What follows belongs to an exercise in optimizing a design on an open flow for small area; a production flow would make more cautious choices.
The RTL was checked by simulation tests, not by an equivalence proof against the original design.
Power is estimated from default activity; no workload was simulated.

## flow/design.v (module list and top-level ports; edited modules follow where they fit)
// module SisArrayMM: 3508 lines
// module bpp: 3 lines
// module oai22: 3 lines
// module nor2: 3 lines
// module bpp0: 3 lines
// module fa: 4 lines
// module ha: 4 lines
// module xor2: 3 lines
// module or2: 3 lines
module SisArrayMM #(
    parameter data_size = 16,
    parameter grid_size = 3
    ) (
    input  wire clk,
    input  wire reset,
    input  wire [data_size - 1 : 0] a1,
    input  wire [data_size - 1 : 0] a2,
    input  wire [data_size - 1 : 0] a3,
    input  wire [data_size - 1 : 0] b1,
    input  wire [data_size - 1 : 0] b2,
    input  wire [data_size - 1 : 0] b3,
    output wire [data_size - 1 : 0] c13,
    output wire [data_size - 1 : 0] c23,
    output wire [data_size - 1 : 0] c31,
    output wire [data_size - 1 : 0] c32,
    output wire [data_size - 1 : 0] c33
    );
  // ...
==> flow/flow/run.sh <==
#!/bin/bash
# Layout flow: the standard ORFS flow (standard.sh), unchanged except
# that the port buffers that global placement inserts are sky130 buf_1
# cells instead of the default delay buffer (clkdlybuf4s50_1); the resizer
# still resizes them as timing and slew need.
set -uo pipefail
bash standard.sh synth > synth.log 2>&1 || exit 1
bash standard.sh "BUFFER_PORTS_ARGS=-buffer_cell sky130_fd_sc_hd__buf_1" finish > layout.log 2>&1
==> flow/standard.sh <==
#!/bin/bash
# synth_recipe.tcl (not shown) runs the flow's synth.tcl, then flattens the netlist and writes it again
# the make line also repeats each setting of config.mk as NAME=value (left out here)
make -C /OpenROAD-flow-scripts/flow DESIGN_CONFIG=/design/flow/config.mk WORK_HOME=/design/flow/orfs CLKGATE_MAP_FILE= SYNTH_SCRIPT=/design/flow/synth_recipe.tcl "${@:-finish}"
==> flow/config.mk <==
export PLATFORM = sky130hd
export DESIGN_NAME = SisArrayMM
export DESIGN_NICKNAME = SisArrayMM
export VERILOG_FILES = /design/flow/design.v
export SDC_FILE = /design/flow/constraint.sdc
export NUM_CORES = 4
export LEC_CHECK = 0
export CAP_MARGIN = 20
export CORE_MARGIN = 2
export CORE_UTILIZATION = 60
export CTS_CLUSTER_DIAMETER = 100
export CTS_CLUSTER_SIZE = 24
export SLEW_MARGIN = 20
export SYNTH_HIERARCHICAL = 1
export SYNTH_MINIMUM_KEEP_SIZE = 0
==> flow/constraint.sdc <==
create_clock -name core_clock -period 8.0 [get_ports {clk}]
set_input_delay 1.6000 -clock core_clock [delete_from_list [all_inputs] [get_ports {clk}]]
set_output_delay 1.6000 -clock core_clock [all_outputs]
set_load 0.01 [all_outputs]
==> summary.txt, run 1 <==
Run status:
- The run finished with no timing, DRC or antenna violations.

Layout:
- Compared with the post-synthesis result, the final layout area differs by 11.99%.
- Leaving out fill and tap cells, the most frequent cells in the layout are o22ai_1, xor2_1, fa_1.
- In the final layout, the multi-input gates occupy 0.02203 mm².
- Counting the inverters off the clock network in the layout gives 89.
- The count of non-CTS buffers in the layout is 347.
- The count of fill cells added during filler insertion is 3558.
- The biggest slice of the area belongs to multi-input gates.
- The leading cell type in the layout, fill and taps excluded is o22ai_1.
- Across the whole layout, storage elements account for 0.004925 mm².

Drt:
- After detailed routing, no signal wire sits above met5.
- The total via count after detailed routing is 23080.
- The routed metal-1 wirelength is 39.00 mm.
- After detailed routing, the met3 layer carries 14.31 mm of wire.
- The first routing iteration left 3148 violations.

Timing:
- The final-report max-slew violation count came to 0.
- The total of endpoints with negative setup slack in the final report is 0.
- The post-route worst setup slack is 0.6720 ns.
- The final worst hold slack is 0.3103 ns.

Floorplan:
- The die covers 0.04728 mm².
- The floorplan has 78 rows.
- The flow inserted 600 tap cells.
- The initial cell density of the core is 60.49%.

Clocking:
- TritonCTS built the clock tree.
- CTS built an H-tree with a depth of 1.
- The count of hold buffers inserted by post-cts repair is 0.

Power and ir drop:
- In this run the power density over the cells is 549.7 mW/mm².
- The combinational cell power is 14.0 mW.
- Net switching is 45.92% of the power.

Worst setup path:
- The kind of cell with the highest combined delay along the critical path is adder cells.
- The cell occurring most often along the worst timing path is fa_1.
- The critical path data required time is 8.41 ns.
- Walking the worst path, the cells encountered are clkbuf_2 -> inv_1 -> nor3_1 -> a21oi_1 -> buf_4 -> o22ai_1 -> xor2_1 -> fa_1 -> fa_1 -> fa_1 -> fa_1 -> fa_1 -> fa_1 -> ha_1 -> fa_1 -> xor2_1 -> xnor2_1 -> xnor2_1 -> xnor3_1 -> xnor3_1.
- The capture point of the critical path is q1[17].
- The category of the most critical setup path is input port to flip-flop.

Yosys:
- After synthesis, the cell types taking the most area are fa_1, dfxtp_1, xor2_1.
- The register area share after synthesis is 18.02%.
- In the synthesized netlist, the cells that appear most often are o22ai_1, xor2_1, fa_1.
- The most numerous cell in the Yosys netlist is o22ai_1.
- The proportion of synthesized flip-flops having asynchronous set or reset is 0%.

Placement:
- The worst-case setup slack after placement is 0.2640 ns.

Worst hold path:
- The worst hold path begins at q1[3].
==> inputs of run 2 (changes only) <==
--- a/flow/config.mk
+++ b/flow/config.mk
@@ -7,7 +7,7 @@
 export LEC_CHECK = 0
 export CAP_MARGIN = 20
 export CORE_MARGIN = 2
-export CORE_UTILIZATION = 60
+export CORE_UTILIZATION = 70
 export CTS_CLUSTER_DIAMETER = 100
 export CTS_CLUSTER_SIZE = 24
 export SLEW_MARGIN = 20
==> run 2 against run 1 <==
Effect of this change: clock skew decreased by 0.0054 ns; sequential cell count unchanged; clock power decreased by 6.0%; critical path type unchanged; largest power group unchanged; worst hold slack improved by 0.022 ns; cell count decreased by 2.4%; final area decreased by 0.59%; wire length increased by 2.2%; critical endpoint is now q1[11]; setup slack got worse by 0.11 ns.
==> summary.txt, run 2 <==
Clocking:
- The clock tree from TritonCTS is yes (unchanged).
- The maximum number of buffers from clock root to sink came to 3 (unchanged).
- The count of cells resized by post-cts repair came to 0 (unchanged).
- The cell at the root of the clock tree is clkbuf_16 (unchanged).
- The number of buffers inserted during clock tree synthesis is 16 (was 17).
- The count of hold buffers inserted by post-cts repair is 0 (unchanged).
- The clock network latency to the later pin of the worst-skew pair came to 0.54 ns (was 0.55 ns).
- The clock transition at the registers of the reported paths was 0.10 ns (was 0.11 ns).
- The number of clock sinks is 246 (unchanged).
- The post-CTS setup-driven buffer insertion count is 0 (unchanged).
- The deepest level of the CTS H-tree was 1 (unchanged).

Layout:
- The layout-stage area growth over the synthesis result is 11.33% (was 11.99%).
- The flip-flop count of the largest register after layout is 18 (unchanged).
- The core occupancy in the finished layout came to 78.92% (was 67.74%).
- The leading cell type in the layout, fill and taps excluded is o22ai_1 (unchanged).
- The number of nets in the layout came to 3482 (was 3485).
- The count of fill cells added during filler insertion is 2538 (was 3558).
- Most frequent cells in the layout: o22ai_1, xor2_1, fa_1 (unchanged).
- The non-filler instance count after layout is 3384 (was 3466).
- The fraction of layout cells with a size suffix above 1 is 7.655% (was 7.786%).
- The register with the most flip-flops was q1 (unchanged).
- Registers with the highest flip-flop counts: q1 (18), p23 (17), p32 (17) (unchanged).

Drt:
- The total via count after detailed routing is 24120 (was 23080).
- The final wirelength was 100.3 mm (was 98.14 mm).
- The count of nets left with antenna violations after detail routing was 0 (unchanged).
- The average vias per placed instance was 7.126 (was 6.660).
- The number of iterations in the first detailed-routing pass is 8 (unchanged).
- The DRC violations left was 0 (unchanged).
- The initial DRC count came to 3634 (was 3148).
- The wire length per cell is 29.63 µm (was 28.32 µm).

Timing:
- The headroom to the max-slew limit is 33.27% (was 37.65%).
- The clock skew is 0.02445 ns (was 0.02985 ns).
- The hold violation total from the final report is 0 (unchanged).
- The ratio of final minimum period to clock period was 92.99% (was 91.60%).
- Unrepaired setup endpoints after global routing: false (unchanged).
- The sum of negative setup slack is 0 ns (unchanged).
- The final worst hold slack is 0.3327 ns (was 0.3103 ns).
- The final period demand of the worst path was 7.439 ns (was 7.328 ns).
- The highest achievable clock rate is 0.1344 GHz (was 0.1365 GHz).
- The transition at the pin with the smallest max-transition slack came to 0.9938 ns (was 0.9342 ns).
- The total of endpoints with negative setup slack in the final report is 0 (unchanged).
- The final-report max-slew violation count is 0 (unchanged).

Power and ir drop:
- The maximum resistive drop on vdd was 0.9536 mV (was 1.157 mV).
- The power density of the placed cells is 568.1 mW/mm² (was 549.7 mW/mm²).
- The cell leakage power is 12.33 nW (was 12.37 nW).

GRT:
- The global router's overall resource usage came to 50.05% (was 42.37%).
- The maximum number of pins on one net before global-route repair is 77 (unchanged).
- The global route total overflow is 0 (unchanged).
- The number of antenna violations at the first check in global routing is 5 (unchanged).
- The via count of the first global-routing pass is 24810 (was 23820).
- The wire length of the first global-routing pass is 151.2 mm (was 148.5 mm).

Worst setup path:
- The data arrival time of the critical path is 7.87 ns (was 7.74 ns).
- The element type at the critical path start is an input port (unchanged).
- The largest stage delay on the critical path was 0.61 ns (was 0.53 ns).
- The endpoint kind of the worst setup timing path is a flip-flop (unchanged).
- The category of the most critical setup path is input port to flip-flop (unchanged).
- The number of buffer and inverter instances along the worst setup path is 2 (was 3).
- The largest fanout on the critical path is 9 (was 11).
- The launching instance or port of the critical path is a1[0] (was a2[5]).
- The reg-to-reg startpoint is b1_2[0] (unchanged).
- The critical path data required time is 8.43 ns (was 8.41 ns).
- The top cell family by delay on the critical path is adder cells (unchanged).
- The logic depth of the worst register-to-register path came to 21 (unchanged).
- The cell occurring most often along the worst timing path was fa_1 (unchanged).
- Critical-path cell list: buf_1 -> inv_1 -> nor2_1 -> nor2_1 -> fa_1 -> fa_1 -> fa_1 -> fa_1 -> fa_1 -> fa_1 -> fa_1 -> fa_1 -> fa_1 -> fa_1 -> fa_1 -> fa_1 (was clkbuf_2 -> inv_1 -> nor3_1 -> a21oi_1 -> buf_4 -> o22ai_1 -> xor2_1 -> fa_1 -> fa_1 -> fa_1 -> fa_1 -> fa_1 -> fa_1 -> ha_1 -> fa_1 -> xor2_1 -> xnor2_1 -> xnor2_1 -> xnor3_1 -> xnor3_1).
- The slack of the worst reg-to-reg path was 1.56 ns (was 1.74 ns).
- The capture point of the critical path is q1[11] (was q1[17]).
- The endpoint of the lowest-slack register-to-register path is r13[15] (unchanged).
- The critical-path cell with the highest stage delay is nor2_1 (was fa_1).
- The critical path depth in cells came to 16 (was 20).

Floorplan:
- The die width is 201.6 µm (was 217.4 µm).
- The initial cell density of the core is 70.89% (was 60.49%).
- The I/O pin count is 178 (unchanged).
- The area enclosed by the die boundary came to 0.04064 mm² (was 0.04728 mm²).
- The area of the core is 0.03856 mm² (was 0.04519 mm²).
- The number of rows created at floorplan is 72 (was 78).
- The die span in y is 201.6 µm (was 217.4 µm).

Yosys:
- Synth top area cells: fa_1, dfxtp_1, xor2_1 (unchanged).
- The cell area after technology mapping is 0.02733 mm² (unchanged).
- The most numerous cell in the Yosys netlist is o22ai_1 (unchanged).
- The mean cell area of the mapped netlist is 10.82 µm² (unchanged).
- The proportion of synthesized flip-flops having asynchronous set or reset is 0% (unchanged).
- The most frequently used flop master after synthesis is dfxtp_1 (unchanged).
- The number of flops mapped to enable cells by yosys came to 0 (unchanged).
- The number of instances in the synthesized netlist is 2526 (unchanged).
- The number of flip-flops and latches in the synthesized netlist is 246 (unchanged).
- Synth cell count leaders: o22ai_1, xor2_1, fa_1 (unchanged).
- The net count after synthesis came to 3154 (unchanged).
- The fraction of synthesized cell area taken by the top area cell type is 36.40% (unchanged).
- The register area share after synthesis is 18.02% (unchanged).
- The post-synthesis cell type count came to 19 (unchanged).
- The most area-hungry cell type in the Yosys netlist is fa_1 (unchanged).
- The number of synthesis warnings is 7 (unchanged).

Job:
- The max-capacitance violation count is 0 (unchanged).

Placement:
- The HPWL reported at the end of detailed placement is 78.23 mm (was 78.45 mm).
- The global placer's final weighted congestion is 1.090 (was 1.055).
- The quantity of I/O buffers inserted on ports was 177 (unchanged).
- The number of instances in the placed design is 3354 (was 3438).

Run status:
- Status: finished clean (unchanged).

Worst hold path:
- The class of the tightest hold or removal check is flip-flop to flip-flop (unchanged).
[run 2: cell counts after synthesis]
No cell type changed its count.
[run 2: per-stage QoR]
| stage | power [mW] | setup slack (ns) | area (µm²) |
|---|---|---|---|
| floorplan | 11.41 | 0.006957 | 27360 |
| global placement | 15.09 | 0.1920 | 29910 |
| detailed placement | 15.75 | 0.1426 | 29910 |
| CTS | 16.85 | 0.7158 | 30420 |
| global route | 18.42 | 0.3655 | 30420 |
| finish | 17.29 | 0.5607 | 30430 |
[run 2: layout make-up]
type                    count  area, µm²  area share, %
flip-flops and latches    246       4925          16.18
multi-input cells        2156      22020          72.36
diodes                      5      12.51        0.04112
clock inverters             7      80.08         0.2631
inverters                  89      341.6          1.122
repair buffers            345       1976          6.492
well taps                 518      648.1          2.130
clock buffers              18      429.2          1.410
[run 2: power by group]
group	internal (mW)	total, mW	switching, mW
Combinational	7.03	14.4	7.42
Sequential	1.77	1.93	0.160
Clock	0.406	0.909	0.503
Total	9.21	17.3	8.08
[run 2: worst register-to-register path, stage by stage, from the launching register on]
cell     delay, ns
dfxtp_1       0.83
o22ai_1       0.24
xor2_1        0.20
ha_1          0.22
fa_1          0.38
ha_1          0.21
fa_1          0.40
ha_1          0.21
fa_1          0.38
ha_1          0.21
fa_1          0.37
ha_1          0.20
fa_1          0.37
ha_1          0.20
fa_1          0.38
ha_1          0.20
fa_1          0.37
xnor2_1       0.15
xnor2_1       0.23
xnor2_1       0.18
xnor3_1       0.34
nor2_1        0.10
[run 2: per-layer routing]
metal,up-vias,GRT usage (%),share of wire [%]
met3,582,20.70,17
met1,11600,67.05,35
li1,9476,-,-
met2,2449,70.95,41
met5,-,0,0.047
met4,6,23.69,6.4
[run 2: worst min path at each step]
stage	endpoint	startpoint	slack, ns	cells past startpoint
detailed placement	q2[9]	q1[9]	0.31	0
finish	q2[5]	q1[5]	0.33	0
CTS	q2[5]	q1[5]	0.33	0
global placement	q2[1]	q1[1]	0.31	0
global route	q2[5]	q1[5]	0.34	0
floorplan	q2[0]	q1[0]	0.31	0
[run 2: cell families after synthesis]
group                    count (synthesis)  synth area share (%)
AO/OA/AOI/OAI                          611                 13.82
XOR/XNOR                               714                 23.43
adder cells (fa/ha/maj)                530                 37.91
buffers and inverters                  124                 1.785
flip-flops                             246                 18.02
AND/OR/NAND/NOR                        301                 5.031
[run 2: modules after synthesis (local to each module, per instance)]
module | times used | area [µm²] | cells inside | flip-flops and latches
SisArrayMM | 1 | 8413 | 772 | 246
fa | 497 | 20.02 | 1 | 0
ha | 33 | 12.51 | 1 | 0
nor2 | 144 | 3.754 | 1 | 0
oai22 | 576 | 6.256 | 1 | 0
xor2 | 504 | 8.758 | 1 | 0
==> inputs of run 3 (changes only) <==
--- a/flow/config.mk
+++ b/flow/config.mk
@@ -7,9 +7,10 @@
 export LEC_CHECK = 0
 export CAP_MARGIN = 20
 export CORE_MARGIN = 2
-export CORE_UTILIZATION = 70
+export CORE_UTILIZATION = 75
 export CTS_CLUSTER_DIAMETER = 100
 export CTS_CLUSTER_SIZE = 24
+export PLACE_DENSITY = 0.8
 export SLEW_MARGIN = 20
 export SYNTH_HIERARCHICAL = 1
 export SYNTH_MINIMUM_KEEP_SIZE = 0
==> run 3 against run 2 <==
Effect of this change: core utilization grew 5.5 points; largest cell class unchanged; global-route usage increased by 1.1 points; fmax down 4.6%; final area decreased by 0.85%; first-iteration DRC count increased by 7.7%; non-clock buffer count shrank 13.
==> summary.txt, run 3 <==
Floorplan:
- The die width was 194.9 µm (was 201.6 µm).
- The initial cell density of the core is 76.48% (was 70.89%).
- The number of rows created at floorplan came to 69 (was 72).
- The I/O pin count is 178 (unchanged).
- The area of the core is 0.03574 mm² (was 0.03856 mm²).
- The area enclosed by the die boundary is 0.03799 mm² (was 0.04064 mm²).
- The die span in y came to 194.9 µm (was 201.6 µm).

Drt:
- The count of nets left with antenna violations after detail routing is 0 (unchanged).
- The number of iterations in the first detailed-routing pass is 11 (was 8).
- The average vias per placed instance is 7.383 (was 7.126).
- The DRC violations left was 0 (unchanged).
- The total via count after detailed routing was 24420 (was 24120).
- The final wirelength is 96.23 mm (was 100.3 mm).
- The initial DRC count is 3913 (was 3634).
- The wire length per cell came to 29.10 µm (was 29.63 µm).

Yosys:
- The most area-hungry cell type in the Yosys netlist is fa_1 (unchanged).
- The register area share after synthesis was 18.02% (unchanged).
- The most numerous cell in the Yosys netlist is o22ai_1 (unchanged).
- Synth cell count leaders: o22ai_1, xor2_1, fa_1 (unchanged).
- The number of flops mapped to enable cells by yosys was 0 (unchanged).
- The mean cell area of the mapped netlist is 10.82 µm² (unchanged).
- The number of synthesis warnings is 7 (unchanged).
- The most frequently used flop master after synthesis is dfxtp_1 (unchanged).
- The post-synthesis cell type count is 19 (unchanged).
- The number of instances in the synthesized netlist is 2526 (unchanged).
- The proportion of synthesized flip-flops having asynchronous set or reset came to 0% (unchanged).
- The fraction of synthesized cell area taken by the top area cell type is 36.40% (unchanged).
- Synth top area cells: fa_1, dfxtp_1, xor2_1 (unchanged).
- The cell area after technology mapping is 0.02733 mm² (unchanged).
- The net count after synthesis is 3154 (unchanged).
- The number of flip-flops and latches in the synthesized netlist is 246 (unchanged).

Clocking:
- The post-CTS setup-driven buffer insertion count came to 0 (unchanged).
- The deepest level of the CTS H-tree came to 1 (unchanged).
- The clock tree from TritonCTS is yes (unchanged).
- The clock transition at the registers of the reported paths is 0.10 ns (about the same).
- The maximum number of buffers from clock root to sink is 3 (unchanged).
- The count of hold buffers inserted by post-cts repair is 0 (unchanged).
- The number of clock sinks is 246 (unchanged).
- The cell at the root of the clock tree is clkbuf_16 (unchanged).
- The clock network latency to the later pin of the worst-skew pair was 0.54 ns (about the same).
- The count of cells resized by post-cts repair was 0 (unchanged).
- The number of buffers inserted during clock tree synthesis is 15 (was 16).

Timing:
- The total of endpoints with negative setup slack in the final report came to 0 (unchanged).
- Unrepaired setup endpoints after global routing: false (unchanged).
- The post-route worst setup slack is 0.2051 ns (was 0.5607 ns).
- The final period demand of the worst path is 7.795 ns (was 7.439 ns).
- The clock skew is 0.01766 ns (was 0.02445 ns).
- The hold violation total from the final report is 0 (unchanged).
- The final-report max-slew violation count is 0 (unchanged).
- The ratio of final minimum period to clock period is 97.44% (was 92.99%).
- The highest achievable clock rate is 0.1283 GHz (was 0.1344 GHz).
- The headroom to the max-slew limit is 21.92% (was 33.27%).
- The transition at the pin with the smallest max-transition slack is 1.171 ns (was 0.9938 ns).

Layout:
- The count of fill cells added during filler insertion is 2016 (was 2538).
- The register with the most flip-flops is q1 (unchanged).
- The number of nets in the layout is 3468 (was 3482).
- The fraction of layout cells with a size suffix above 1 is 7.138% (was 7.655%).
- Registers with the highest flip-flop counts: q1 (18), p23 (17), p32 (17) (unchanged).
- The area taken by flip-flops and latches is 0.004925 mm² (unchanged).
- The non-filler instance count after layout is 3307 (was 3384).
- The area taken by multi-input logic gates was 0.02203 mm² (was 0.02202 mm²).
- The cell area after layout was 0.03017 mm² (was 0.03043 mm²).
- The flip-flop count of the largest register after layout is 18 (unchanged).
- The layout-stage area growth over the synthesis result is 10.39% (was 11.33%).
- Most frequent cells in the layout: o22ai_1, xor2_1, fa_1 (unchanged).
- The leading cell type in the layout, fill and taps excluded was o22ai_1 (unchanged).

Worst setup path:
- The element type at the critical path start was an input port (unchanged).
- The slack of the worst reg-to-reg path was 1.53 ns (was 1.56 ns).
- The number of buffer and inverter instances along the worst setup path came to 2 (unchanged).
- Critical-path cell list: buf_1 -> inv_1 -> nor2_1 -> nor2_1 -> fa_1 -> fa_1 -> fa_1 -> fa_1 -> fa_1 -> fa_1 -> fa_1 -> fa_1 -> fa_1 -> fa_1 -> fa_1 -> fa_1 (unchanged).
- The critical path data required time is 8.42 ns (was 8.43 ns).
- The endpoint kind of the worst setup timing path is a flip-flop (unchanged).
- The top cell family by delay on the critical path is adder cells (unchanged).
- The cell occurring most often along the worst timing path is fa_1 (unchanged).
- The critical-path cell with the highest stage delay is nor2_1 (unchanged).
- The largest stage delay on the critical path is 0.64 ns (was 0.61 ns).
- The data arrival time of the critical path is 8.22 ns (was 7.87 ns).
- The reg-to-reg startpoint is a1_2[0] (was b1_2[0]).
- The largest fanout on the critical path is 7 (was 9).
- The category of the most critical setup path is input port to flip-flop (unchanged).
- The launching instance or port of the critical path is b1[0] (was a1[0]).

Placement:
- The global placer's final weighted congestion is 1.132 (was 1.090).
- The number of instances in the placed design is 3284 (was 3354).
- The placed standard-cell area came to 0.02971 mm² (was 0.02991 mm²).
- The worst-case setup slack after placement was -0.04283 ns (was 0.1426 ns).
- The HPWL reported at the end of detailed placement is 74.57 mm (was 78.23 mm).
- The quantity of I/O buffers inserted on ports is 177 (unchanged).

GRT:
- The global router's overall resource usage is 51.16% (was 50.05%).
- The wire length of the first global-routing pass was 145.2 mm (was 151.2 mm).
- The maximum number of pins on one net before global-route repair is 77 (unchanged).
- The via count of the first global-routing pass is 24840 (was 24810).
- The global route total overflow is 0 (unchanged).
- The number of antenna violations at the first check in global routing is 3 (was 5).

Power and ir drop:
- The cell leakage power is 12.24 nW (was 12.33 nW).
- The maximum resistive drop on vdd came to 1.267 mV (was 0.9536 mV).
- The power density of the placed cells is 564.6 mW/mm² (was 568.1 mW/mm²).
- The total power after layout is 17.04 mW (was 17.29 mW).

Job:
- The max-capacitance violation count is 0 (unchanged).

Run status:
- Status: finished clean (unchanged).

Worst hold path:
- The launch instance of the worst min-delay path is q1[8] (was q1[5]).
- The class of the tightest hold or removal check is flip-flop to flip-flop (unchanged).
run 3: changes by cell type in the layout (fill, tap and decap cells not counted):
cell / previous run / this run
buf_4: 165 / 154
diode_2: 5 / 2
buf_12: 3 / 1
clkbuf_16: 17 / 15
inv_12: 2 / 0
clkbuf_8: 0 / 1
clkinv_2: 1 / 0
clkinv_4: 1 / 0
clkinv_8: 1 / 2
inv_6: 2 / 1
inv_8: 0 / 1
xnor2_1: 169 / 168
xnor2_2: 7 / 8
run 3: layout make-up:
cell class	instances	area share, %
Clock inverter	4	0.1742
Antenna cell	2	0.01659
Clock buffer	17	1.302
Inverter	89	1.132
Sequential cell	246	16.32
Timing Repair Buffer	332	6.141
Multi-Input combinational cell	2156	73.00
Tap cell	461	1.912
run 3: per-module statistics from Yosys, one instance, submodules excluded:
module	cells inside	flip-flops and latches	copies in the design
SisArrayMM	772	246	1
fa	1	0	497
ha	1	0	33
nor2	1	0	144
oai22	1	0	576
xor2	1	0	504
run 3: power by group:
group          leakage, nW  internal, mW  switching (mW)
clock                0.218         0.364           0.471
combinational         9.97          6.98            7.29
sequential            2.05          1.77           0.162
total                 12.2          9.11            7.92
run 3: final timing paths:
path | end | cells after the start
setup / recovery | q1[11] | 16
hold reg to reg | q2[8] | 0
hold / removal | q2[8] | 0
setup reg to reg | r31[15] | 21
run 3: kinds of logic (layout without fill, tap and decap cells):
family          Yosys count  after routing  synth area share, %
compound gates          611            611                13.82
buf+inv                 124            442                1.785
fa+ha+maj               530            530                37.91
other cells               0              2                    0
flops                   246            246                18.02
xor+xnor                714            714                23.43
simple gates            301            301                5.031
run 3: layer usage:
metal  track usage (%)  part of all wire (%)  up-vias  routed length (µm)
met2             71.15                    40     2601               38710
met3             22.61                    18      676               17770
li1                  -                     -     9439                   -
met5             4.342                  0.24        -                 228
met4             26.72                   7.5        4                7253
met1             67.45                    34    11700               32270
run 3: per-stage QoR:
step                      hold WS, ns  util, %  TNS [ns]
after floorplan                0.3096        -         0
after global placement         0.3113    83.14         0
after detailed placement       0.3136    83.14  -0.04283
after CTS                      0.3336    84.38         0
after global routing           0.3432    84.40         0
final                          0.3319    84.42         0
==> inputs of run 4 (changes only) <==
--- a/flow/config.mk
+++ b/flow/config.mk
@@ -10,7 +10,6 @@
 export CORE_UTILIZATION = 75
 export CTS_CLUSTER_DIAMETER = 100
 export CTS_CLUSTER_SIZE = 24
-export PLACE_DENSITY = 0.8
 export SLEW_MARGIN = 20
 export SYNTH_HIERARCHICAL = 1
 export SYNTH_MINIMUM_KEEP_SIZE = 0
==> run 4 against run 3 <==
Effect of this change: die area stayed put; non-clock buffer count stayed put; core utilization stayed put; via count stayed put; still clean on timing, DRC and antenna.
==> summary.txt, run 4 <==
Layout:
- The count of fill cells added during filler insertion was 2016 (unchanged).
- The cell area after layout is 0.03017 mm² (unchanged).
- The fraction of layout cells with a size suffix above 1 is 7.138% (unchanged).
- The register with the most flip-flops was q1 (unchanged).
- Registers with the highest flip-flop counts: q1 (18), p23 (17), p32 (17) (unchanged).
- The core occupancy in the finished layout is 84.42% (unchanged).
- Most frequent cells in the layout: o22ai_1, xor2_1, fa_1 (unchanged).
- The layout-stage area growth over the synthesis result came to 10.39% (unchanged).
- The number of nets in the layout is 3468 (unchanged).
- The flip-flop count of the largest register after layout is 18 (unchanged).
- The leading cell type in the layout, fill and taps excluded is o22ai_1 (unchanged).

Worst setup path:
- The critical-path cell with the highest stage delay is nor2_1 (unchanged).
- The top cell family by delay on the critical path was adder cells (unchanged).
- The launching instance or port of the critical path was b1[0] (unchanged).
- The critical path data required time is 8.42 ns (about the same).
- The endpoint kind of the worst setup timing path is a flip-flop (unchanged).
- Critical-path cell list: buf_1 -> inv_1 -> nor2_1 -> nor2_1 -> fa_1 -> fa_1 -> fa_1 -> fa_1 -> fa_1 -> fa_1 -> fa_1 -> fa_1 -> fa_1 -> fa_1 -> fa_1 -> fa_1 (unchanged).
- The largest fanout on the critical path was 7 (unchanged).
- The reg-to-reg startpoint is a1_2[0] (unchanged).
- The category of the most critical setup path is input port to flip-flop (unchanged).
- The largest stage delay on the critical path is 0.64 ns (about the same).
- The number of buffer and inverter instances along the worst setup path was 2 (unchanged).
- The element type at the critical path start was an input port (unchanged).
- The data arrival time of the critical path is 8.22 ns (about the same).
- The cell occurring most often along the worst timing path is fa_1 (unchanged).

Floorplan:
- The I/O pin count was 178 (unchanged).
- The initial cell density of the core is 76.48% (unchanged).
- The area of the core is 0.03574 mm² (unchanged).
- The area enclosed by the die boundary was 0.03799 mm² (unchanged).
- The die width was 194.9 µm (unchanged).
- The die span in y is 194.9 µm (unchanged).
- The number of rows created at floorplan is 69 (unchanged).

Job:
- The max-capacitance violation count is 0 (unchanged).

Clocking:
- The count of cells resized by post-cts repair is 0 (unchanged).
- The maximum number of buffers from clock root to sink is 3 (unchanged).
- The number of clock sinks came to 246 (unchanged).
- The clock network latency to the later pin of the worst-skew pair is 0.54 ns (about the same).
- The clock transition at the registers of the reported paths is 0.10 ns (about the same).
- The number of buffers inserted during clock tree synthesis came to 15 (unchanged).
- The deepest level of the CTS H-tree came to 1 (unchanged).
- The count of hold buffers inserted by post-cts repair is 0 (unchanged).
- The clock tree from TritonCTS is yes (unchanged).
- The cell at the root of the clock tree is clkbuf_16 (unchanged).
- The post-CTS setup-driven buffer insertion count is 0 (unchanged).

Power and ir drop:
- The maximum resistive drop on vdd came to 1.267 mV (unchanged).
- The power density of the placed cells is 564.6 mW/mm² (unchanged).
- The total power after layout is 17.04 mW (unchanged).
- The cell leakage power is 12.24 nW (unchanged).

Timing:
- The hold violation total from the final report is 0 (unchanged).
- The sum of negative setup slack is 0 ns (unchanged).
- The highest achievable clock rate was 0.1283 GHz (unchanged).
- The final worst hold slack is 0.3319 ns (unchanged).
- The headroom to the max-slew limit is 21.92% (unchanged).
- The clock skew is 0.01766 ns (unchanged).
- The ratio of final minimum period to clock period is 97.44% (unchanged).
- The transition at the pin with the smallest max-transition slack came to 1.171 ns (unchanged).
- The final-report max-slew violation count is 0 (unchanged).
- The final period demand of the worst path was 7.795 ns (unchanged).
- Unrepaired setup endpoints after global routing: false (unchanged).
- The total of endpoints with negative setup slack in the final report was 0 (unchanged).

Yosys:
- Synth cell count leaders: o22ai_1, xor2_1, fa_1 (unchanged).
- The net count after synthesis is 3154 (unchanged).
- The proportion of synthesized flip-flops having asynchronous set or reset was 0% (unchanged).
- Synth top area cells: fa_1, dfxtp_1, xor2_1 (unchanged).
- The number of synthesis warnings is 7 (unchanged).
- The mean cell area of the mapped netlist came to 10.82 µm² (unchanged).
- The most area-hungry cell type in the Yosys netlist is fa_1 (unchanged).
- The register area share after synthesis is 18.02% (unchanged).
- The number of flops mapped to enable cells by yosys came to 0 (unchanged).
- The most frequently used flop master after synthesis is dfxtp_1 (unchanged).
- The most numerous cell in the Yosys netlist is o22ai_1 (unchanged).
- The number of flip-flops and latches in the synthesized netlist was 246 (unchanged).
- The number of instances in the synthesized netlist is 2526 (unchanged).
- The post-synthesis cell type count is 19 (unchanged).
- The fraction of synthesized cell area taken by the top area cell type was 36.40% (unchanged).
- The cell area after technology mapping was 0.02733 mm² (unchanged).

GRT:
- The via count of the first global-routing pass was 24840 (unchanged).
- The maximum number of pins on one net before global-route repair is 77 (unchanged).
- The global router's overall resource usage was 51.16% (unchanged).
- The number of antenna violations at the first check in global routing is 3 (unchanged).
- The wire length of the first global-routing pass came to 145.2 mm (unchanged).
- The global route total overflow is 0 (unchanged).

Run status:
- Status: finished clean (unchanged).

Placement:
- The placed standard-cell area came to 0.02971 mm² (unchanged).
- The quantity of I/O buffers inserted on ports was 177 (unchanged).
- The HPWL reported at the end of detailed placement is 74.57 mm (unchanged).
- The global placer's final weighted congestion is 1.132 (unchanged).

Worst hold path:
- The class of the tightest hold or removal check is flip-flop to flip-flop (unchanged).
- The launch instance of the worst min-delay path is q1[8] (unchanged).

Drt:
- The average vias per placed instance is 7.383 (unchanged).
- The number of iterations in the first detailed-routing pass is 11 (unchanged).
- The wire length per cell is 29.10 µm (unchanged).
- The total via count after detailed routing was 24420 (unchanged).
- The DRC violations left is 0 (unchanged).
- The final wirelength is 96.23 mm (unchanged).
- The initial DRC count came to 3913 (unchanged).
- The count of nets left with antenna violations after detail routing came to 0 (unchanged).
-- run 4: power by group --
part	internal (mW)	total (mW)	switching, mW
Combinational	6.98	14.3	7.29
Clock	0.364	0.835	0.471
Sequential	1.77	1.93	0.162
-- run 4: modules after synthesis, one instance, submodules excluded --
module / cell area [µm²] / cells / times used
oai22: 6.256 / 1 / 576
xor2: 8.758 / 1 / 504
ha: 12.51 / 1 / 33
SisArrayMM: 8413 / 772 / 1
nor2: 3.754 / 1 / 144
fa: 20.02 / 1 / 497
-- run 4: per-stage QoR --
| stage | cells | worst slack [ns] |
|---|---|---|
| after floorplan | 2526 | 0.006957 |
| final | 3307 | 0.2051 |
| after CTS | 3305 | 0.4936 |
| after global routing | 3305 | 0.3064 |
| after global placement | 3284 | 0.07013 |
| after detailed placement | 3284 | -0.04283 |
-- run 4: area by class of cell --
| cell class | count | area, µm² | share of cell area [%] |
|---|---|---|---|
| Antenna cell | 2 | 5.005 | 0.01659 |
| Clock buffer | 17 | 392.9 | 1.302 |
| Clock inverter | 4 | 52.55 | 0.1742 |
| Inverter | 89 | 341.6 | 1.132 |
| Multi-Input combinational cell | 2156 | 22030 | 73.00 |
| Sequential cell | 246 | 4925 | 16.32 |
| Tap cell | 461 | 576.8 | 1.912 |
| Timing Repair Buffer | 332 | 1853 | 6.141 |
-- run 4: final timing paths --
path | endpoint | slack [ns] | cells after the start
worst max register to register | r31[15] | 1.53 | 21
worst min register to register | q2[8] | 0.33 | 0
worst max-delay path | q1[11] | 0.21 | 16
worst min-delay path | q2[8] | 0.33 | 0
-- run 4: cell families (layout without fill, tap and decap cells) --
kind of cell	after synthesis	count (layout)	share of synthesized area, %
other	0	2	0
DFF	246	246	18.02
xor gates and xnor gates	714	714	23.43
buffers and inverters	124	442	1.785
adders and majority gates	530	530	37.91
AOI/OAI and AO/OA	611	611	13.82
and+or+nand+nor	301	301	5.031
-- run 4: routing by layer --
metal	GRT usage, %	vias to the layer above	part of all wire, %
li1	-	9439	-
met1	67.45	11700	34
met2	71.15	2601	40
met3	22.61	676	18
met4	26.72	4	7.5
met5	4.342	-	0.24
==> inputs of run 5 (changes only) <==
--- a/flow/config.mk
+++ b/flow/config.mk
@@ -7,7 +7,7 @@
 export LEC_CHECK = 0
 export CAP_MARGIN = 20
 export CORE_MARGIN = 2
-export CORE_UTILIZATION = 75
+export CORE_UTILIZATION = 78
 export CTS_CLUSTER_DIAMETER = 100
 export CTS_CLUSTER_SIZE = 24
 export SLEW_MARGIN = 20
==> run 5 against run 4 <==
Effect of this change: non-clock buffer count decreased by 8; setup slack got worse by 0.031 ns; final area decreased by 0.20%; critical path depth increased by 7; global-route usage increased by 5.9 points; die area decreased by 3.8%; fmax decreased by 0.39%; sequential power about the same; cell count decreased by 0.39%; critical path type unchanged; largest cell class unchanged; highest routed layer unchanged.
==> summary.txt, run 5 <==
Yosys:
- The most frequently used flop master after synthesis is dfxtp_1 (unchanged).
- The share of synthesized cell area in full adder, half adder and majority cells is 37.91% (unchanged).
- The number of flops mapped to enable cells by yosys came to 0 (unchanged).
- The fraction of synthesized cell area taken by the top area cell type is 36.40% (unchanged).
- The main combinational cell family by area after synthesis was adder cells (unchanged).
- Synth top area cells: fa_1, dfxtp_1, xor2_1 (unchanged).
- The number of synthesis warnings is 7 (unchanged).
- The synthesized-area fraction occupied by ao, oa, aoi and oai cells is 13.82% (unchanged).
- The proportion of synthesized flip-flops having asynchronous set or reset is 0% (unchanged).
- The number of instances in the synthesized netlist is 2526 (unchanged).
- The cell area after technology mapping is 0.02733 mm² (unchanged).
- The xor-xnor portion of the synthesized cell area is 23.43% (unchanged).
- The post-synthesis mux area share is 0% (unchanged).
- The register area share after synthesis is 18.02% (unchanged).
- The net count after synthesis is 3154 (unchanged).
- The number of flip-flops and latches in the synthesized netlist came to 246 (unchanged).
- The post-synthesis cell type count is 19 (unchanged).
- The most numerous cell in the Yosys netlist is o22ai_1 (unchanged).
- The most area-hungry cell type in the Yosys netlist is fa_1 (unchanged).
- The simple logic cell fraction of the synthesized area was 5.031% (unchanged).
- Synth cell count leaders: o22ai_1, xor2_1, fa_1 (unchanged).
- The mean cell area of the mapped netlist was 10.82 µm² (unchanged).

Clocking:
- The post-CTS setup-driven buffer insertion count is 0 (unchanged).
- The clock tree from TritonCTS is yes (unchanged).
- The cell at the root of the clock tree is clkbuf_16 (unchanged).
- The count of hold buffers inserted by post-cts repair is 0 (unchanged).
- The clock network latency to the later pin of the worst-skew pair is 0.54 ns (about the same).
- The number of clock sinks came to 246 (unchanged).
- The clock transition at the registers of the reported paths is 0.11 ns (was 0.10 ns).
- The count of cells resized by post-cts repair is 0 (unchanged).
- The deepest level of the CTS H-tree came to 1 (unchanged).
- The number of buffers inserted during clock tree synthesis was 15 (unchanged).
- The maximum number of buffers from clock root to sink is 3 (unchanged).

Worst setup path:
- The endpoint of the lowest-slack register-to-register path is r31[15] (unchanged).
- The logic depth of the worst register-to-register path is 21 (unchanged).
- The endpoint kind of the worst setup timing path is a flip-flop (unchanged).
- The largest fanout on the critical path is 21 (was 7).
- The capture point of the critical path was r13[15] (was q1[11]).
- The element type at the critical path start is an input port (unchanged).
- The category of the most critical setup path is input port to flip-flop (unchanged).
- The data arrival time of the critical path is 8.30 ns (was 8.22 ns).
- The slack of the worst reg-to-reg path was 1.36 ns (was 1.53 ns).
- The launching instance or port of the critical path is a3[1] (was b1[0]).
- The critical path data required time is 8.47 ns (was 8.42 ns).
- The reg-to-reg startpoint is a1_2[0] (unchanged).

Drt:
- The DRC violations left is 0 (unchanged).
- The number of iterations in the first detailed-routing pass was 11 (unchanged).
- The total via count after detailed routing is 25140 (was 24420).
- The average vias per placed instance is 7.633 (was 7.383).
- The final wirelength is 101.6 mm (was 96.23 mm).
- The count of nets left with antenna violations after detail routing came to 0 (unchanged).
- The initial DRC count is 4926 (was 3913).
- The wire length per cell is 30.83 µm (was 29.10 µm).

Power and ir drop:
- The maximum resistive drop on vdd is 1.971 mV (was 1.267 mV).
- The power density of the placed cells is 568.1 mW/mm² (was 564.6 mW/mm²).
- The cell leakage power was 12.20 nW (was 12.24 nW).
- The total power after layout came to 17.10 mW (was 17.04 mW).

GRT:
- The global router's overall resource usage is 57.04% (was 51.16%).
- The number of antenna violations at the first check in global routing is 3 (unchanged).
- The maximum number of pins on one net before global-route repair is 77 (unchanged).
- The via count of the first global-routing pass is 25950 (was 24840).
- The wire length of the first global-routing pass is 152.8 mm (was 145.2 mm).
- The global route total overflow was 0 (unchanged).

Layout:
- The count of fill cells added during filler insertion is 1739 (was 2016).
- The leading cell type in the layout, fill and taps excluded is o22ai_1 (unchanged).
- The register with the most flip-flops is q1 (unchanged).
- Registers with the highest flip-flop counts: q1 (18), p23 (17), p32 (17) (unchanged).
- The fraction of layout cells with a size suffix above 1 came to 6.803% (was 7.138%).
- The layout-stage area growth over the synthesis result is 10.16% (was 10.39%).
- The number of nets in the layout is 3460 (was 3468).
- Most frequent cells in the layout: o22ai_1, xor2_1, fa_1 (unchanged).
- The flip-flop count of the largest register after layout is 18 (unchanged).

Timing:
- Unrepaired setup endpoints after global routing: false (unchanged).
- The highest achievable clock rate is 0.1278 GHz (was 0.1283 GHz).
- The total of endpoints with negative setup slack in the final report was 0 (unchanged).
- The clock skew was 0.01938 ns (was 0.01766 ns).
- The transition at the pin with the smallest max-transition slack came to 1.150 ns (was 1.171 ns).
- The hold violation total from the final report is 0 (unchanged).
- The final period demand of the worst path is 7.826 ns (was 7.795 ns).
- The sum of negative setup slack is 0 ns (unchanged).
- The headroom to the max-slew limit is 22.82% (was 21.92%).
- The final-report max-slew violation count was 0 (unchanged).
- The ratio of final minimum period to clock period is 97.82% (was 97.44%).

Floorplan:
- The number of rows created at floorplan is 68 (was 69).
- The initial cell density of the core came to 79.13% (was 76.48%).
- The die span in y is 191.2 µm (was 194.9 µm).
- The I/O pin count was 178 (unchanged).
- The area enclosed by the die boundary is 0.03656 mm² (was 0.03799 mm²).
- The area of the core is 0.03454 mm² (was 0.03574 mm²).
- The die width is 191.2 µm (was 194.9 µm).

Run status:
- Status: finished clean (unchanged).

Placement:
- The HPWL reported at the end of detailed placement came to 76.39 mm (was 74.57 mm).
- The quantity of I/O buffers inserted on ports was 177 (unchanged).
- The global placer's final weighted congestion is 1.114 (was 1.132).

Worst hold path:
- The count of cells along the worst hold path was 0 (unchanged).
- The class of the tightest hold or removal check is flip-flop to flip-flop (unchanged).

Job:
- The max-capacitance violation count is 0 (unchanged).
[run 5: cell type report]
cell class / count / area (µm²) / area share, %
clock buffer: 18 / 396.6 / 1.317
inverter: 89 / 341.6 / 1.134
antenna: 2 / 5.005 / 0.01662
multi-input combinational: 2156 / 22010 / 73.10
tap: 455 / 569.3 / 1.891
sequential: 246 / 4925 / 16.36
timing repair buffer: 324 / 1818 / 6.038
clock inverter: 4 / 45.04 / 0.1496
[run 5: cells by family after synthesis]
kind of cell,Yosys count
AOI/OAI and AO/OA,611
adders and majority gates,530
xor gates and xnor gates,714
buffers and inverters,124
DFF,246
and+or+nand+nor,301
[run 5: worst max-delay path, cell delays in order]
cell      delay (ns)
clkbuf_2        0.20
inv_1           0.27
nor2_1          0.10
a21oi_2         0.26
buf_4           0.32
o22ai_1         0.15
xor2_1          0.57
fa_1            0.60
fa_1            0.50
fa_1            0.41
ha_1            0.20
fa_1            0.37
ha_1            0.21
fa_1            0.38
ha_1            0.20
fa_1            0.38
ha_1            0.20
fa_1            0.38
xnor2_1         0.15
xnor2_1         0.21
xnor2_1         0.18
xnor3_1         0.35
nor2_1          0.09
[run 5: metal layers]
layer	vias up	global-route usage, %	part of all wire, %
met4	6	38.34	9.9
met3	934	30.33	19
li1	9420	-	-
met1	11810	69.79	31
met5	-	2.335	0.12
met2	2977	77.56	39
[run 5: worst min-delay path by stage]
stage / from / end / slack, ns
after floorplan: q1[0] / q2[0] / 0.31
after global placement: q1[1] / q2[1] / 0.31
after detailed placement: q1[1] / q2[1] / 0.31
after CTS: q1[8] / q2[8] / 0.34
after global routing: q1[1] / q2[1] / 0.34
final: q1[0] / q2[0] / 0.33
[run 5: stage by stage]
stage / util (%) / worst slack (ns) / instances / instance area (µm²) / hold WS [ns]
floorplan: - / 0.006957 / 2526 / 27360 / 0.3096
global placement: 85.88 / 0.1564 / 3270 / 29660 / 0.3106
detailed placement: 85.88 / 0.1063 / 3270 / 29660 / 0.3136
CTS: 87.16 / 0.5775 / 3292 / 30110 / 0.3400
global route: 87.16 / 0.1075 / 3292 / 30110 / 0.3439
finish: 87.17 / 0.1744 / 3294 / 30110 / 0.3318
[run 5: per-module statistics from Yosys (local to each module, per instance)]
module      cell area (µm²)  flip-flops and latches  cells inside
xor2                  8.758                       0             1
ha                    12.51                       0             1
oai22                 6.256                       0             1
nor2                  3.754                       0             1
fa                    20.02                       0             1
SisArrayMM             8413                     246           772
[run 5: power by group]
group	switching (mW)	internal, mW	total (mW)
sequential	0.170	1.77	1.94
clock	0.496	0.367	0.863
combinational	7.39	6.92	14.3
total	8.05	9.05	17.1
==> inputs of run 6 (changes only) <==
--- a/flow/config.mk
+++ b/flow/config.mk
@@ -7,9 +7,9 @@
 export LEC_CHECK = 0
 export CAP_MARGIN = 20
 export CORE_MARGIN = 2
-export CORE_UTILIZATION = 78
-export CTS_CLUSTER_DIAMETER = 100
-export CTS_CLUSTER_SIZE = 24
+export CORE_UTILIZATION = 75
+export CTS_CLUSTER_DIAMETER = 80
+export CTS_CLUSTER_SIZE = 28
 export SLEW_MARGIN = 20
 export SYNTH_HIERARCHICAL = 1
 export SYNTH_MINIMUM_KEEP_SIZE = 0
==> run 6 against run 5 <==
Effect of this change: clock skew rose by 0.022 ns; synthesized cell count unchanged; sequential cell count unchanged; still clean on timing, DRC and antenna; sequential power about the same.
==> summary.txt, run 6 <==
Layout:
- The flip-flop count of the largest register after layout is 18 (unchanged).
- The leading cell type in the layout, fill and taps excluded is o22ai_1 (unchanged).
- Registers with the highest flip-flop counts: q1 (18), p23 (17), p32 (17) (unchanged).
- The core occupancy in the finished layout is 84.98% (was 87.17%).
- The fraction of layout cells with a size suffix above 1 came to 7.466% (was 6.803%).
- The number of nets in the layout came to 3471 (was 3460).
- The non-filler instance count after layout is 3320 (was 3294).
- The count of fill cells added during filler insertion was 1985 (was 1739).
- Most frequent cells in the layout: o22ai_1, xor2_1, fa_1 (unchanged).
- The area taken by multi-input logic gates is 0.02203 mm² (was 0.02201 mm²).
- The register with the most flip-flops is q1 (unchanged).
- The layout-stage area growth over the synthesis result is 11.12% (was 10.16%).
- The area taken by flip-flops and latches is 0.004925 mm² (unchanged).

Worst setup path:
- Critical-path cell list: buf_1 -> inv_1 -> nor2_1 -> nor2_1 -> fa_1 -> fa_1 -> fa_1 -> fa_1 -> fa_1 -> fa_1 -> fa_1 -> fa_1 -> fa_1 -> fa_1 -> fa_1 -> fa_1 (was clkbuf_2 -> inv_1 -> nor2_1 -> a21oi_2 -> buf_4 -> o22ai_1 -> xor2_1 -> fa_1 -> fa_1 -> fa_1 -> ha_1 -> fa_1 -> ha_1 -> fa_1 -> ha_1 -> fa_1 -> ha_1 -> fa_1 -> xnor2_1 -> xnor2_1 -> xnor2_1 -> xnor3_1 -> nor2_1).
- The critical-path cell with the highest stage delay is nor2_1 (was fa_1).
- The cell occurring most often along the worst timing path is fa_1 (unchanged).
- The logic depth of the worst register-to-register path is 21 (unchanged).
- The launching instance or port of the critical path is b1[0] (was a3[1]).
- The reg-to-reg startpoint was a1_2[0] (unchanged).
- The endpoint kind of the worst setup timing path is a flip-flop (unchanged).
- The critical path data required time is 8.46 ns (was 8.47 ns).
- The category of the most critical setup path is input port to flip-flop (unchanged).
- The largest stage delay on the critical path is 0.72 ns (was 0.60 ns).
- The data arrival time of the critical path is 8.31 ns (was 8.30 ns).
- The element type at the critical path start is an input port (unchanged).
- The endpoint of the lowest-slack register-to-register path is r31[15] (unchanged).
- The critical path depth in cells is 16 (was 23).
- The slack of the worst reg-to-reg path is 1.57 ns (was 1.36 ns).
- The top cell family by delay on the critical path is adder cells (unchanged).
- The capture point of the critical path is q1[11] (was r13[15]).
- The largest fanout on the critical path is 7 (was 21).
- The number of buffer and inverter instances along the worst setup path is 2 (was 3).

Timing:
- The headroom to the max-slew limit came to 24.64% (was 22.82%).
- The final-report max-slew violation count is 0 (unchanged).
- The clock skew is 0.04110 ns (was 0.01938 ns).
- Unrepaired setup endpoints after global routing: false (unchanged).
- The sum of negative setup slack is 0 ns (unchanged).
- The transition at the pin with the smallest max-transition slack is 1.130 ns (was 1.150 ns).
- The highest achievable clock rate is 0.1274 GHz (was 0.1278 GHz).
- The post-route worst setup slack came to 0.1500 ns (was 0.1744 ns).
- The hold violation total from the final report came to 0 (unchanged).
- The final period demand of the worst path is 7.850 ns (was 7.826 ns).
- The ratio of final minimum period to clock period is 98.13% (was 97.82%).
- The total of endpoints with negative setup slack in the final report is 0 (unchanged).

Floorplan:
- The die width is 194.9 µm (was 191.2 µm).
- The area enclosed by the die boundary came to 0.03799 mm² (was 0.03656 mm²).
- The I/O pin count is 178 (unchanged).
- The area of the core is 0.03574 mm² (was 0.03454 mm²).
- The initial cell density of the core is 76.48% (was 79.13%).
- The die span in y is 194.9 µm (was 191.2 µm).
- The number of rows created at floorplan is 69 (was 68).

Power and ir drop:
- The maximum resistive drop on vdd is 1.293 mV (was 1.971 mV).
- The clock power share came to 6.0% (was 5.0%).
- The fraction of power spent switching nets was 46.66% (was 47.07%).
- The cell leakage power is 12.33 nW (was 12.20 nW).
- The sequential fraction of design power is 11.2% (was 11.3%).
- The switching power of the nets was 8.096 mW (was 8.051 mW).
- The combinational group share of total power is 82.9% (was 83.6%).
- The total power after layout came to 17.35 mW (was 17.10 mW).
- The power density of the placed cells is 571.3 mW/mm² (was 568.1 mW/mm²).
- The internal portion of total power is 9.257 mW (was 9.054 mW).

GRT:
- The maximum number of pins on one net before global-route repair is 77 (unchanged).
- The wire length of the first global-routing pass came to 147.1 mm (was 152.8 mm).
- The via count of the first global-routing pass is 25110 (was 25950).
- The global router's overall resource usage is 51.73% (was 57.04%).
- The global route total overflow is 0 (unchanged).
- The number of antenna violations at the first check in global routing is 4 (was 3).

Drt:
- The number of iterations in the first detailed-routing pass is 12 (was 11).
- The wire length per cell was 29.28 µm (was 30.83 µm).
- The average vias per placed instance is 7.358 (was 7.633).
- The count of nets left with antenna violations after detail routing is 0 (unchanged).
- The initial DRC count is 3945 (was 4926).
- The final wirelength is 97.21 mm (was 101.6 mm).
- The total via count after detailed routing is 24430 (was 25140).
- The DRC violations left is 0 (unchanged).

Yosys:
- The net count after synthesis is 3154 (unchanged).
- Synth top area cells: fa_1, dfxtp_1, xor2_1 (unchanged).
- The mean cell area of the mapped netlist was 10.82 µm² (unchanged).
- The number of flops mapped to enable cells by yosys came to 0 (unchanged).
- The number of flip-flops and latches in the synthesized netlist is 246 (unchanged).
- The post-synthesis cell type count is 19 (unchanged).
- The cell area after technology mapping came to 0.02733 mm² (unchanged).
- The register area share after synthesis came to 18.02% (unchanged).
- The most numerous cell in the Yosys netlist is o22ai_1 (unchanged).
- The most frequently used flop master after synthesis is dfxtp_1 (unchanged).
- Synth cell count leaders: o22ai_1, xor2_1, fa_1 (unchanged).
- The number of instances in the synthesized netlist is 2526 (unchanged).
- The number of synthesis warnings is 7 (unchanged).
- The fraction of synthesized cell area taken by the top area cell type is 36.40% (unchanged).
- The most area-hungry cell type in the Yosys netlist is fa_1 (unchanged).
- The proportion of synthesized flip-flops having asynchronous set or reset is 0% (unchanged).

Clocking:
- The count of cells resized by post-cts repair is 0 (unchanged).
- The deepest level of the CTS H-tree is 1 (unchanged).
- The number of clock sinks is 246 (unchanged).
- The clock transition at the registers of the reported paths is 0.10 ns (was 0.11 ns).
- The clock tree from TritonCTS is yes (unchanged).
- The count of hold buffers inserted by post-cts repair was 0 (unchanged).
- The post-CTS setup-driven buffer insertion count came to 0 (unchanged).
- The maximum number of buffers from clock root to sink is 3 (unchanged).
- The clock network latency to the later pin of the worst-skew pair is 0.57 ns (was 0.54 ns).
- The number of buffers inserted during clock tree synthesis came to 18 (was 15).
- The cell at the root of the clock tree is clkbuf_16 (unchanged).

Worst hold path:
- The class of the tightest hold or removal check is flip-flop to flip-flop (unchanged).
- The launch instance of the worst min-delay path was q1[8] (was q1[0]).

Placement:
- The global placer's final weighted congestion is 1.132 (was 1.114).
- The HPWL reported at the end of detailed placement is 74.57 mm (was 76.39 mm).
- The number of instances in the placed design is 3284 (was 3270).
- The quantity of I/O buffers inserted on ports was 177 (unchanged).
- The worst-case setup slack after placement is -0.04283 ns (was 0.1063 ns).

Run status:
- Status: finished clean (unchanged).

Job:
- The max-capacitance violation count is 0 (unchanged).
run 6: cell count changes in the layout (fill, tap and decap cells not counted), moves of 3 or more:
cell | previous run | this run
buf_4 | 144 | 154
diode_2 | 2 | 6
inv_16 | 0 | 4
clkbuf_16 | 15 | 18
run 6: power by group through the flow:
| stage | logic (mW) | clock network [mW] | registers [mW] |
|---|---|---|---|
| finish | 14.4 | 1.04 | 1.94 |
| global route | 15.5 | 1.08 | 1.95 |
| global placement | 12.9 | 0 | 1.93 |
| floorplan | 9.49 | 0 | 1.92 |
| CTS | 14.0 | 1.04 | 1.93 |
| detailed placement | 13.6 | 0 | 1.95 |
run 6: cell type report:
cell class	count	share of cell area, %
well taps	461	1.899
multi-input cells	2156	72.52
inverters	89	1.125
clock inverters	11	0.5644
diodes	6	0.04943
repair buffers	332	6.101
clock buffers	19	1.528
flip-flops and latches	246	16.21
run 6: worst min-delay path by stage:
| stage | to | slack (ns) | cells after the start |
|---|---|---|---|
| 2_1_floorplan | q2[0] | 0.31 | 0 |
| 3_3_place_gp | q2[0] | 0.31 | 0 |
| 3_5_place_dp | q2[8] | 0.31 | 0 |
| 4_1_cts | q2[8] | 0.34 | 0 |
| 5_1_grt | q2[8] | 0.35 | 0 |
| 6_report | q2[8] | 0.34 | 0 |
run 6: cell families after synthesis:
group | synth area share [%]
AO/OA/AOI/OAI | 13.82
XOR/XNOR | 23.43
adder cells (fa/ha/maj) | 37.91
buffers and inverters | 1.785
flip-flops | 18.02
AND/OR/NAND/NOR | 5.031
run 6: through the flow:
stage	hold slack (ns)	cell area [µm²]
after global placement	0.3113	29710
after global routing	0.3500	30360
after CTS	0.3365	30350
after floorplan	0.3096	27360
final	0.3352	30370
after detailed placement	0.3136	29710
run 6: routing by layer:
metal / wire length, µm / GRT usage (%) / share of wire, % / vias to the layer above
li1: - / - / - / 9459
met3: 18350 / 25.37 / 19 / 696
met5: 0 / 0 / 0 / -
met1: 32030 / 66.51 / 33 / 11700
met4: 7775 / 28.39 / 8.0 / 0
met2: 39040 / 71.73 / 40 / 2570
run 6: per-module statistics from Yosys, one instance, submodules excluded:
| module | flops+latches | cell area, µm² | cells |
|---|---|---|---|
| ha | 0 | 12.51 | 1 |
| nor2 | 0 | 3.754 | 1 |
| oai22 | 0 | 6.256 | 1 |
| fa | 0 | 20.02 | 1 |
| SisArrayMM | 246 | 8413 | 772 |
| xor2 | 0 | 8.758 | 1 |
==> inputs of run 7 (changes only) <==
--- a/flow/flow/run.sh
+++ b/flow/flow/run.sh
@@ -5,4 +5,4 @@
 # still resizes them as timing and slew need.
 set -uo pipefail
 bash standard.sh synth > synth.log 2>&1 || exit 1
-bash standard.sh "BUFFER_PORTS_ARGS=-buffer_cell sky130_fd_sc_hd__buf_1" finish > layout.log 2>&1
+bash standard.sh "BUFFER_PORTS_ARGS=-buffer_cell sky130_fd_sc_hd__buf_1" GPL_KEEP_OVERFLOW=0 finish > layout.log 2>&1
--- a/flow/config.mk
+++ b/flow/config.mk
@@ -8,8 +8,8 @@
 export CAP_MARGIN = 20
 export CORE_MARGIN = 2
 export CORE_UTILIZATION = 75
-export CTS_CLUSTER_DIAMETER = 80
-export CTS_CLUSTER_SIZE = 28
+export CTS_CLUSTER_DIAMETER = 100
+export CTS_CLUSTER_SIZE = 24
 export SLEW_MARGIN = 20
 export SYNTH_HIERARCHICAL = 1
 export SYNTH_MINIMUM_KEEP_SIZE = 0
==> run 7 against run 6 <==
Effect of this change: the run now fails in 5_1_grt; area after synthesis stayed put; synthesized cell count unchanged.
==> summary.txt, run 7 <==
Yosys:
- The fraction of synthesized cell area taken by the top area cell type is 36.40% (unchanged).
- The number of flip-flops and latches in the synthesized netlist is 246 (unchanged).
- Synth cell count leaders: o22ai_1, xor2_1, fa_1 (unchanged).
- The proportion of synthesized flip-flops having asynchronous set or reset is 0% (unchanged).
- The most area-hungry cell type in the Yosys netlist is fa_1 (unchanged).
- The most frequently used flop master after synthesis is dfxtp_1 (unchanged).
- The register area share after synthesis is 18.02% (unchanged).
- The mean cell area of the mapped netlist is 10.82 µm² (unchanged).
- Synth top area cells: fa_1, dfxtp_1, xor2_1 (unchanged).
- The number of flops mapped to enable cells by yosys came to 0 (unchanged).
- The number of synthesis warnings was 7 (unchanged).
- The most numerous cell in the Yosys netlist is o22ai_1 (unchanged).
- The cell area after technology mapping is 0.02733 mm² (unchanged).
- The number of instances in the synthesized netlist came to 2526 (unchanged).
- The post-synthesis cell type count is 19 (unchanged).
- The net count after synthesis is 3154 (unchanged).

Clocking:
- The cell at the root of the clock tree is clkbuf_16 (unchanged).
- The deepest level of the CTS H-tree is 1 (unchanged).
- The number of buffers inserted during clock tree synthesis was 15 (was 18).
- The number of clock sinks is 246 (unchanged).
- The maximum number of buffers from clock root to sink was 3 (unchanged).

Floorplan:
- The die width is 194.9 µm (unchanged).
- The die span in y is 194.9 µm (unchanged).
- The initial cell density of the core was 76.48% (unchanged).
- The I/O pin count is 178 (unchanged).
- The number of rows created at floorplan is 69 (unchanged).

Placement:
- The quantity of I/O buffers inserted on ports is 177 (unchanged).
- The HPWL reported at the end of detailed placement is 77.62 mm (was 74.57 mm).
- The global placer's final weighted congestion was 1.042 (was 1.132).

Timing:
- After the last repair the worst path ends at a sequential cell input.
- Once global-route timing repair stopped, the endpoint with the least setup slack was r31[15]$_DFF_P_/D.

Run status:
- Status: aborted with a tool error (was finished clean).
- The last stage reached is 5_1_grt.
- The first error in the log reads "[ERROR GRT-0232] Routing congestion too high. Check the congestion heatmap in the GUI".

GRT:
- The maximum number of pins on one net before global-route repair is 46.
-- run 7: cell counts after synthesis --
No cell type changed its count.
-- run 7: cells by family after synthesis --
kind of cell	Yosys count	synth area share (%)
adder cells (fa/ha/maj)	530	37.91
XOR/XNOR	714	23.43
AO/OA/AOI/OAI	611	13.82
AND/OR/NAND/NOR	301	5.031
buffers and inverters	124	1.785
flip-flops	246	18.02
-- run 7: per-module statistics from Yosys (local to each module, per instance) --
module,cells inside,copies in the design,flip-flops and latches
SisArrayMM,772,1,246
fa,1,497,0
ha,1,33,0
xor2,1,504,0
oai22,1,576,0
nor2,1,144,0
-- run 7: power by group through the flow --
stage	Sequential (mW)	Clock [mW]	Combinational (mW)
after CTS	1.95	0.844	14.1
after floorplan	1.92	0	9.49
after global placement	1.94	0	12.7
after detailed placement	1.96	0	13.8
-- run 7: how the worst max path moves through the flow --
stage           from     end  slack (ns)  depth (start not counted)
4_1_cts        b2[1]  q1[11]       -0.06                         16
3_5_place_dp   a3[0]  q1[11]       -1.49                         17
3_3_place_gp   a3[3]  q1[17]       -3.72                         17
2_1_floorplan  a2[0]  q1[11]       0.007                         16
-- run 7: through the flow --
stage	std cells	setup TNS, ns	utilization, %	cell area [µm²]	setup WS (ns)
floorplan	2526	0	-	27360	0.006957
global placement	3129	-107.14	79.60	28450	-3.717
detailed placement	3165	-20.28	82.00	29310	-1.489
CTS	3195	-0.06404	83.57	29870	-0.06404
-- run 7: repair_timing --
item	4_1_cts
setup buffers	4
setup endpoints to repair	20
resized for setup	14
hold buffers	0
cloned	5

-- re-timing with driven ports --
How much do the figures lean on ideal ports? The routed layouts below were timed once more, with nothing changed but the port constraints.
Step 1, drivers: a clkbuf_16 drives clk and a buf_2 each remaining input, both assumed.
Step 2 moves the port delays by t, midway between the first and last clock arrival at a register: inputs arrive t later, outputs are due t later. That takes back most of the time a late clock gives input paths.
Three values: ideal ports, drivers, drivers and shift; two values: the first two.
run | t, ns | slack for setup (ns) | hold slack, ns | pins driven straight from the clock port
run 1 | 0.597 | 0.672 / 0.710 / 0.113 | 0.310 / 0.310 / 0.310 | 1
run 2 | 0.593 | 0.561 / 0.598 / 0.005 | 0.333 / 0.333 / 0.333 | 1
run 3 | 0.591 | 0.205 / 0.240 / -0.351 | 0.332 / 0.332 / 0.332 | 1
run 4 | 0.591 | 0.205 / 0.240 / -0.351 | 0.332 / 0.332 / 0.332 | 1
run 5 | 0.588 | 0.174 / 0.202 / -0.386 | 0.332 / 0.332 / 0.332 | 1
run 6 | 0.609 | 0.150 / 0.181 / -0.428 | 0.335 / 0.335 / 0.335 | 1
With both steps, setup timing fails in run 3, run 4, run 5 and run 6, where it was met with ideal ports. For run 6, which loses most, drivers alone change the setup slack by +0.031 ns; drivers and shift together by -0.578 ns.
